Context: an optimization exercise on an open-source flow, tuned for small area. The choices shown serve that exercise and are no tape-out recipe.
In this exercise RTL edits were held to simulation tests only and were not proved equivalent to the original.
No driver is modelled on the clock port, so clocking that relies on it looks cheaper here than on a real chip.
Power and IR drop assume default switching activity.

== before ==
// CPU
module CPU
(
    input wire CLK,
    input wire RST,
    input wire [ 7 : 0 ] INPUT,
    input wire INTR_in,
    output wire [ 7 : 0 ] imem_addr,
    input wire [ 7 : 0 ] imem_data,
    input wire [ 7 : 0 ] imem_m0,
    input wire [ 7 : 0 ] imem_m1,
    output wire [ 7 : 0 ] dmem_addr,
    output wire [ 7 : 0 ] dmem_wdata,
    output wire dmem_we,
    output wire dmem_re,
    input wire [ 7 : 0 ] dmem_rdata,
    output wire [ 7 : 0 ] OUTPUT
);
Size: about 750 cells after synthesis, ~160 flip-flops, about 77 I/O pins, about 0.0073 mm² of cells after synthesis.
clock: 8.0 ns
lec_check: 0
cap_margin: 20
core_margin: 2
core_utilization: 40
slew_margin: 20
standard.sh (not shown) runs the stock make flow with config.mk's settings and CLKGATE_MAP_FILE= SYNTH_SCRIPT=/design/flow/synth_recipe.tcl, a recipe that flattens the netlist after the stock synthesis.
==> flow/flow/run.sh <==
#!/bin/bash
# Own layout flow. Same as the standard flow (standard.sh) except:
#  - synthesis: the standard synthesis script (synth_recipe.tcl and ORFS's
#    synth.tcl) with only the ABC mapping script replaced. Several
#    area-oriented ABC scripts (flow/m*.abc) are tried and the one giving the
#    smallest cell area is used for the layout. Registers are mapped before
#    ABC, so they keep the standard names and cell types.
#  - port buffers use sky130_fd_sc_hd__buf_1 (every port still gets one);
#  - clock-tree synthesis uses clkbuf_8 buffers and no dummy loads; after it,
#    flow/clkdown.tcl swaps clock buffers to smaller ones where the clock slew at
#    the flip-flops stays low.
# Each tool's full output stays in orfs/logs/ (cand_*/logs/ for the trial
# syntheses, clkdown.log for the clock-buffer step); make's output goes to
# make*.log.
set -euo pipefail
W=$(pwd)
R="$W/orfs/results/$FLOW_PLATFORM/CPU/base"
mk_synth() {  # $1: abc script -> $W/own_synth_<name>.tcl
  local n; n=$(basename "$1" .abc)
  sed "s|log_cmd abc {\*}\$abc_args|log_cmd abc -script $1 {*}[lrange \$abc_args 2 end]|" \
    "$FLOW_HOME/scripts/synth.tcl" > "$W/synth_$n.tcl"
  grep -q "$1" "$W/synth_$n.tcl"
  sed "s|source \$::env(SCRIPTS_DIR)/synth.tcl|source $W/synth_$n.tcl|" synth_recipe.tcl > "$W/own_synth_$n.tcl"
  grep -q "synth_$n.tcl" "$W/own_synth_$n.tcl"
}
best=""; best_area=""
for s in "$W"/flow/m*.abc; do
  n=$(basename "$s" .abc)
  mk_synth "$s"
  if make -C "$FLOW_HOME" DESIGN_CONFIG="$W/config.mk" WORK_HOME="$W/cand_$n" CLKGATE_MAP_FILE= \
       SYNTH_SCRIPT="$W/own_synth_$n.tcl" synth > "$W/make_cand_$n.log" 2>&1; then
    a=$(grep "Chip area for module" "$W/cand_$n/reports/$FLOW_PLATFORM/CPU/base/synth_stat.txt" | awk '{print $NF}')
    echo "$n $a" >> "$W/synth_candidates.txt"
    if [[ -z "$best" ]] || awk -v a="$a" -v b="$best_area" 'BEGIN{exit !(a < b)}'; then
      best=$n; best_area=$a
    fi
  fi
done
echo "chosen ${best:-standard} $best_area" >> "$W/synth_candidates.txt"
rm -rf "$W"/cand_*/objects "$W"/cand_*/results
synth_arg="SYNTH_SCRIPT=$W/synth_recipe.tcl"
if [[ -n "$best" ]]; then synth_arg="SYNTH_SCRIPT=$W/own_synth_$best.tcl"; fi
args=("$synth_arg"
  'BUFFER_PORTS_ARGS=-buffer_cell sky130_fd_sc_hd__buf_1'
  'CTS_ARGS=-sink_clustering_enable -repair_clock_nets -dont_use_dummy_load -buf_list sky130_fd_sc_hd__clkbuf_8')
bash standard.sh "${args[@]}" cts > make_cts.log 2>&1
CTS_ODB="$R/4_cts.odb" CTS_SDC="$R/4_cts.sdc" CLK_SLEW_LIMIT=0.112 \
  PLATFORM_DIR="$FLOW_HOME/platforms/$FLOW_PLATFORM" LIB_FILE="$FLOW_HOME/platforms/$FLOW_PLATFORM/lib/sky130_fd_sc_hd__tt_025C_1v80.lib" \
  openroad -no_init -exit "$W/flow/clkdown.tcl" > "$W/clkdown.log" 2>&1 || true
bash standard.sh "${args[@]}" finish > make.log 2>&1
Other scripts of this flow, unchanged in this note and not shown: flow/flow/clkdown.tcl, flow/flow/m1.abc, flow/flow/m2.abc, flow/flow/m3.abc, flow/flow/m4.abc, flow/flow/m5.abc
before: no failed stages, no open violations at the end
Inputs modified between before and after:
diff --git a/flow/design.v b/flow/design.v
--- a/flow/design.v
+++ b/flow/design.v
@@ -16,17 +16,17 @@
     output wire [ 7 : 0 ] OUTPUT
 );
 localparam K_NOP  = 5'd0,  K_ADD  = 5'd1,  K_SUB  = 5'd2,  K_OR   = 5'd3,
            K_NOT  = 5'd4,  K_NEG  = 5'd5,  K_INC  = 5'd6,  K_DEC  = 5'd7,
            K_SETC = 5'd8,  K_PASSW = 5'd9, K_MOVIN = 5'd10, K_JMP = 5'd11,
            K_LOOPT = 5'd12, K_LDM = 5'd13,
            K_STA  = 5'd16, K_STI  = 5'd17, K_POP  = 5'd18, K_RET  = 5'd19,
            K_OUT  = 5'd20, K_CALL = 5'd21, K_INT  = 5'd22, K_LDI  = 5'd23,
-           K_LDD  = 5'd24;
+           K_LDD  = 5'd24, K_SB   = 5'd25;    
 localparam AS_INSTR = 2'd0, AS_SP = 2'd1, AS_SP1 = 2'd2;
 function [8:0] add8;
     input [7:0] a, b;
     input       c;
     integer     i;
     reg         k;
     begin
         k = c;
@@ -34,20 +34,20 @@
             add8[i] = a[i] ^ b[i] ^ k;
             k = (a[i] & b[i]) | (k & (a[i] ^ b[i]));
         end
         add8[8] = k;
     end
 endfunction
 reg [7:0] pc;                  
 reg [7:0] ir_d, pc_d;          
-reg       sb;                  
 reg [7:0] r0, r1, r2, r3;      
 reg [7:0] ea, eb, ec;          
 reg [4:0] k_e;                 
+wire      sb = (k_e == K_SB);  
 reg [1:0] rd_e;
 reg [7:0] alu_m, addr_m, wd_m;
 reg       wr_m, we_m, re_m, mo_m, br_m;
 reg [1:0] rs_m, rd_m;
 reg [7:0] mo_w, aux_w;
 reg       wr_w, br_w, re_w;
 reg [1:0] rs_w, rd_w;
 reg [1:0] flg_vc;              
@@ -110,17 +110,17 @@
                     case (fa)
                         2'd0: begin d_k = K_JMP; d_jmp = 1'b1; end
                         2'd1: begin d_k = K_CALL; d_jmp = 1'b1; d_as = AS_SP; d_wsel = 1'b1;
                                     d_call = 1'b1; d_rd = 2'd3; end
                         default: begin d_k = K_RET; d_as = AS_SP1; d_rd = 2'd3; d_ret = 1'b1;
                                     d_spinc = 1'b1; end
                     endcase
                 end
-                4'd12: d_2b = 1'b1;
+                4'd12: begin d_2b = 1'b1; d_k = K_SB; end
                 4'd13: begin d_k = K_LDI; d_rd = ir_d[2:1]; end
                 4'd14: begin d_k = K_STI; d_st = 1'b1; end
                 default: ;
             endcase
         end
     end else begin
         case (ec[3:2])
             2'd0: begin d_k = K_LDM; d_rd = ec[1:0]; end
@@ -185,30 +185,29 @@
     if (!RST)
         pc <= imem_m0;
     else if (!pc_hold)
         pc <= d_intr ? imem_m1 : d_jmp ? mo_w : pc_inc;
 end
 assign imem_addr = pc;
 always @(posedge CLK or negedge RST) begin
     if (!RST) begin
-        ir_d <= 8'h00; pc_d <= 8'h00; sb <= 1'b0;
-    end else begin
-        sb <= d_2b;
+        ir_d <= 8'h00; pc_d <= 8'h00;
+    end else begin
         if (flush_d) begin
             ir_d <= 8'h00; pc_d <= 8'h00;
         end else if (!hold_d) begin
             ir_d <= imem_data; pc_d <= pc;
         end
     end
 end
 always @(posedge CLK or negedge RST) begin
     if (!RST) begin
         k_e <= K_NOP;
-    end else if (flush_e) begin
+    end else if (flush_e & ~d_2b) begin
         k_e <= K_NOP;
     end else begin
         k_e <= d_k;
     end
 end
 always @(posedge CLK) rd_e <= flush_e ? 2'd0 : d_rd;
 wire [7:0] alu;
 wire [7:0] mo_nx = mo_m ? alu_m : dmem_rdata;    
Findings:
after completed; timing, DRC and antenna clean
Compared to before, after has half-perimeter wire length after placement 4.1% lower.
On design area, after tracks before almost exactly.
Going from before to after, transition time at the pin with the least slew margin saw an increase; total nets after synthesis saw a decrease; die area saw an increase; detail-routed via count per cell saw a decrease; worst setup slack saw a decrease.
Re part of the power in combinational logic: after is 0.6 points down on before.
Delta (after minus before): synthesized cell count shrank by 33, post-detailed-routing wire length shrank by 6.2%, final cell count shrank by 37, share of the clock period used by the worst path after layout grew by 0.96 points.

==> re-timing with driven ports <==
Ports are ideal in the flow. The routed layouts listed here were re-timed in OpenROAD.
Step 1 assumes that a clkbuf_16 drives the clock port and a buf_2 every other input.
Step 2 times the ports against the registers' clock, not the clock port: input delays grow and output delays shrink by t, the midpoint of the rising clock arrivals with the driver on.
Slacks: ideal / step 1 / step 2; pairs: ideal / step 1.
| run | t, ns | setup WS [ns] | worst setup path after step 2 | clock arrival spread, ns | pins driven straight from the clock port |
|---|---|---|---|---|---|
| before | 0.825 | 2.684 / 2.688 / 1.863 | input to register | 0.067 / 0.067 | 1 |
| after | 0.802 | 2.607 / 2.607 / 2.089 | input to register | 0.041 / 0.040 | 1 |
After both steps setup and hold are still met in every run listed. The setup slack of before, which loses most, moves by +0.004 ns with the drivers and by -0.821 ns with both steps.
